This is an optimization exercise on Yosys and OpenROAD, whose aim is small area and a short achievable clock period, not a production implementation. The RTL was checked by simulation tests, not by an equivalence proof against the original design. Power is estimated from default activity; no workload was simulated.

==> flow/design.v <==
`timescale 1ns/1ns
module DEC(a,d);
    parameter DATAWIDTH = 32;
    input [DATAWIDTH-1:0] a;
    output reg [DATAWIDTH-1:0] d;
    always @(a) begin
        d <= a-1;
    end
endmodule
`timescale 1ns/1ns
module INC(a,d);
    parameter DATAWIDTH = 32;
    input [DATAWIDTH-1:0] a;
    output reg [DATAWIDTH-1:0] d;
    always @(a) begin
        d <= a+1;
    end
endmodule
`timescale 1ns/1ns
module MOD(a, b, rem);
    parameter DATAWIDTH = 32;
    input [DATAWIDTH-1:0] a;
    input [DATAWIDTH-1:0] b;
    output reg [DATAWIDTH-1:0] rem;
    always @(a,b) begin
        rem <= a % b;
    end
endmodule
`timescale 1ns/1ns
module COMP(a,b,gt,lt,eq);
    parameter DATAWIDTH = 32;
    input [DATAWIDTH-1:0] a;
    input [DATAWIDTH-1:0] b;
    output reg gt,lt,eq;
    always @(a,b) begin
        gt <= 0; lt <= 0; eq <= 0;
        if (b>a) begin
            gt <= 1;
        end
        else if (b<a) begin
            lt <= 1;
        end
        else begin
            eq <= 1;
        end
    end
endmodule
`timescale 1ns/1ns
module MUX2x1(a,b,sel,d);
    parameter DATAWIDTH = 32;
    input [DATAWIDTH-1:0] a;
    input [DATAWIDTH-1:0] b;
    input sel;
    output reg [DATAWIDTH-1:0] d;
    always @(a,b,sel)
        d = sel ? b : a;
endmodule
`timescale 1ns/1ns
module REG(q, d, Clk, Rst);
    parameter   DATAWIDTH = 32;
    input Clk;
    input Rst;
    input [DATAWIDTH-1:0] d;
    output reg [DATAWIDTH-1:0] q;
    always @(posedge Clk) begin
        if (Rst == 1)
            q <= 0;
        else
            q <= d;
    end
endmodule
`timescale 1ns / 1ns
module circuit6(a, b, c, zero, z, clk, rst);
        input  clk, rst;
        input  [63:0] a, b, c, zero;
        output [63:0] z;
        wire   [63:0] e, f, g, zwire;
        wire   gEQz;
        DEC    #(.DATAWIDTH(64)) DEC_1(a, e);                  
        INC    #(.DATAWIDTH(64)) INC_1(c, f);                  
        MOD    #(.DATAWIDTH(64)) MOD_1(a, c, g);               
        COMP   #(.DATAWIDTH(64)) COMP_1(g, zero, , ,gEQz);     
        MUX2x1 #(.DATAWIDTH(64)) MUX2x1_1(f, e, gEQz, zwire);  
        REG    #(.DATAWIDTH(64)) REG_1(z, zwire, clk, rst);    
endmodule
==> flow/run.sh <==
#!/bin/bash
# synth_recipe.tcl (not shown) runs the flow's synth.tcl, then flattens the netlist and writes it again
# the make line also repeats each setting of config.mk as NAME=value (left out here)
make -C /OpenROAD-flow-scripts/flow DESIGN_CONFIG=/design/flow/config.mk WORK_HOME=/design/flow/orfs CLKGATE_MAP_FILE= SYNTH_SCRIPT=/design/flow/synth_recipe.tcl finish
==> flow/config.mk <==
export PLATFORM = sky130hd
export DESIGN_NAME = circuit6
export DESIGN_NICKNAME = circuit6
export VERILOG_FILES = /design/flow/design.v
export SDC_FILE = /design/flow/constraint.sdc
export NUM_CORES = 4
export LEC_CHECK = 0
export CAP_MARGIN = 40
export CORE_MARGIN = 2
export CORE_UTILIZATION = 40
export SLEW_MARGIN = 20
==> flow/constraint.sdc <==
create_clock -name core_clock -period 350.0 [get_ports {clk}]
set_input_delay 70.0000 -clock core_clock [delete_from_list [all_inputs] [get_ports {clk}]]
set_output_delay 70.0000 -clock core_clock [all_outputs]
set_load 0.01 [all_outputs]
==> results.py <==
metrics = {
    "status": {
        "status": "complete, no violations",
    },
    "power": {
        "vdd_drop_max_mv": 0.00229,
        "seq_power_uw": 7.82,
        "comb_cell_power_uw": 296,
        "p_per_area_mw_per_mm2": 2.21,
        "p_leak_uw": 0.0642,
        "swShare_pct": 60.3,
        "p_clk_uw": 9.29,
        "p_switching_uw": 189,
        "p_int_uw": 124,
        "largestPowerGroup": "combinational cells",
        "comb_power_share_pct": 94.5,
        "p_seq_share_pct": 2.5,
        "clockPowerShare_pct": 3.0,
    },
    "die": {
        "die_w_um": 575,
        "core-area_sq_mm": 0.324,
        "pin_count": 322,
        "design.die.area_sq_mm": 0.330,
        "start_util_pct": 40.2,
        "fp-row-count": 209,
        "die_h_um": 575,
    },
    "min_path": {
        "min_path_cells": 3,
        "min_from": "rst",
        "min_to": "REG_1.q[1]",
        "hold_path_class": "input pin to flip-flop",
    },
    "detailed_routing": {
        "drc": 0,
        "viasPerCell": 6.70,
        "final_antenna_net_count": 0,
        "vias": 164000,
        "routedWlPerCell_um": 30.6,
        "drt-total-wl_mm": 750,
        "dr.pass1.iters": 9,
        "drt_iter0_markers": 23200,
    },
    "grt": {
        "grt_max_degree": 90,
        "grt.overflow.total": 0,
        "grt_usage_pct": 42.8,
        "grt_pass1_vias": 146000,
        "antenna_found_initial": 59,
        "grt_pass1_wl_mm": 1050,
    },
    "placed_design": {
        "dp_slack_ns": 55.18,
        "dp_hpwl_mm": 607,
        "gp_congestion": 1.09,
        "numPortBuffers": 257,
    },
    "clocking": {
        "clock-sinks": 64,
        "cts_buffers": 9,
        "cts.hold.buffers_added": 0,
        "clk_pin_slew_ns": 0.05,
        "cts_tree": "yes",
        "htreeDepth": 3,
        "clock-root-buffer": "clkbuf_16",
        "cts_setup_buffers": 0,
        "cts-resized-gates": 0,
        "clockBufferDepth": 2,
    },
    "run": {
        "drv_cap": 0,
    },
    "sta": {
        "hold_violations": 0,
        "worstMarginPinSlew_ns": 1.08,
        "post-route-period-util_pct": 87.2,
        "hold_ws_ns": 70.34,
        "min_period_ns": 305.05,
        "slew_headroom_pct": 27.6,
        "final_max_slew_viol_count": 0,
        "worst_slack_ns": 44.95,
        "fmax_ghz": 0.00328,
        "timing.final.setup_violations": 0,
        "rsz0062_at_grt": "false",
        "final.setup.tns_ns": 0,
    },
    "cells_and_area": {
        "top_register": "REG_1.q",
        "fin_util_pct": 43.7,
        "reg.largest.list": "REG_1.q: 64 flops",
        "largest_reg_flops": 64,
        "drive_gt1_share_pct": 6.08,
        "fill_cells": 34800,
        "layout_commonest_cell": "nand2_1",
        "nets": 22500,
        "final_cell_mix": "nand2_1, ha_1, nor2_1",
        "syn_to_final_growth_pct": 8.62,
    },
    "logic_synthesis": {
        "synth_compound_area_share_pct": 34.3,
        "seq_area_frac_synth_pct": 0.983,
        "synth-simple-area-share_pct": 26.6,
        "syn_nets": 22300,
        "synthXorXnorAreaFrac_pct": 11.6,
        "synth.area.mux_share_pct": 1.91,
        "synth-async-reset-ratio_pct": 0,
        "synthAdderAreaFrac_pct": 20.6,
        "yosys_warnings": 6,
        "postSynthCellCount": 19900,
        "syn_area_per_cell_sq_um": 6.55,
        "ys_types": 105,
        "ys_seq_elements": 64,
        "synth_edf_count": 0,
        "synth_top_family_by_area": "compound AO/OA/AOI/OAI gates",
        "synth_ff_type": "dfxtp_1",
        "netlist_area_sq_mm": 0.130,
    },
    "critical_path": {
        "crit_family": "compound AO/OA/AOI/OAI gates",
        "crit_path_start": "c[33]",
        "cp_num_cells": 1158,
        "worstSetupPathType": "input pin to flip-flop",
        "required_ns": 350.17,
        "cpMostUsedCell": "o21ai_0",
        "critPathMaxFanout": 88,
        "critical-path-max-stage-delay_ns": 1.01,
        "worst_setup_path_end_kind": "flip-flop",
        "arrival_ns": 305.22,
        "path_buf_inv": 133,
        "cp_slowest_cell": "a2111oi_0",
        "start_kind": "input pin",
        "critPathCapture": "REG_1.q[19]",
    },
}
cells by family (layout without fill, tap and decap cells):
| kind of cell | count (synthesis) | in the layout |
|---|---|---|
| and+or+nand+nor | 7515 | 7515 |
| xor gates and xnor gates | 1726 | 1726 |
| buffers and inverters | 1351 | 1587 |
| DFF | 64 | 64 |
| AOI/OAI and AO/OA | 6855 | 6855 |
| other | 0 | 32 |
| muxes | 233 | 233 |
| adders and majority gates | 2149 | 2149 |
cell type report:
class	count	area [sq um]	share of cell area (%)
Multi-Input combinational cell	18500	125000	88.0
Inverter	697	2670	1.89
Clock inverter	6	83.8	0.0592
Tap cell	4325	5410	3.82
Timing Repair Buffer	874	7270	5.13
Antenna cell	32	80.1	0.0566
Clock buffer	10	229	0.162
Sequential cell	64	1280	0.905
stage by stage:
step                power (uW)  instances  cell area (sq um)
finish                     313      24500             142000
global route               336      24500             142000
CTS                        302      24400             141000
detailed placement         291      24400             141000
global placement           290      24300             140000
floorplan                  209      19900             130000
synth_stat cells (all sizes together), types with 80 or more instances:
library cell	instances	area (sq um)
o21ai	1270	6360
inv	697	2620
xnor2	1068	9350
o211ai	212	1590
nand2b	185	1160
nor2b	230	1440
or3	210	1310
nand2	2483	9320
nor2	2134	8020
mux2i	102	1020
nor4	141	922
a31oi	294	1850
mux2	131	1480
clkbuf	516	1940
nor3	540	2720
ha	2148	26900
buf	138	572
and2	152	951
a21oi	1932	9680
a211oi	267	2010
and3	147	920
a21o	815	6120
o31ai	175	1340
o21bai	229	1720
or2	155	970
nand4	296	1870
xor2	658	5760
nand3	570	2860
a221oi	80	701
a21boi	83	623
o21a	470	3530
per-layer routing:
metal  share of wire [%]  routed length [um]  GRT usage [%]
met1                  39              296000           55.4
met2                  39              290000           60.6
met3                  13               99000           11.7
met4                 8.8               66000           30.8
met5               0.028                 213              0

afterwards: timing with drivers on the ports:
How much do the figures lean on ideal ports? The routed layout below was timed once more, with nothing changed but the port constraints. Step 1 (the two cells are an assumption about what drives the block):
set clk [get_ports {clk}]
set_driving_cell -lib_cell sky130_fd_sc_hd__clkbuf_16 $clk
set_driving_cell -lib_cell sky130_fd_sc_hd__buf_2 [delete_from_list [all_inputs] $clk]
Step 2 adds t to the input delays and takes it off the output delays; t is the mean of the earliest and latest rising clock arrival at the registers after step 1. Input paths then give back, and output paths get back, about the clock's delay inside the block. a / b / c = ideal / step 1 / step 2; a / b = the first two.
t (ns): 0.355
slack for setup (ns): 44.954 / 44.958 / 44.603
hold WS [ns]: 70.344 / 70.340 / 70.695
After both steps this run still meets setup and hold. The setup slack of this run moves by +0.004 ns with the drivers and by -0.351 ns with both steps.
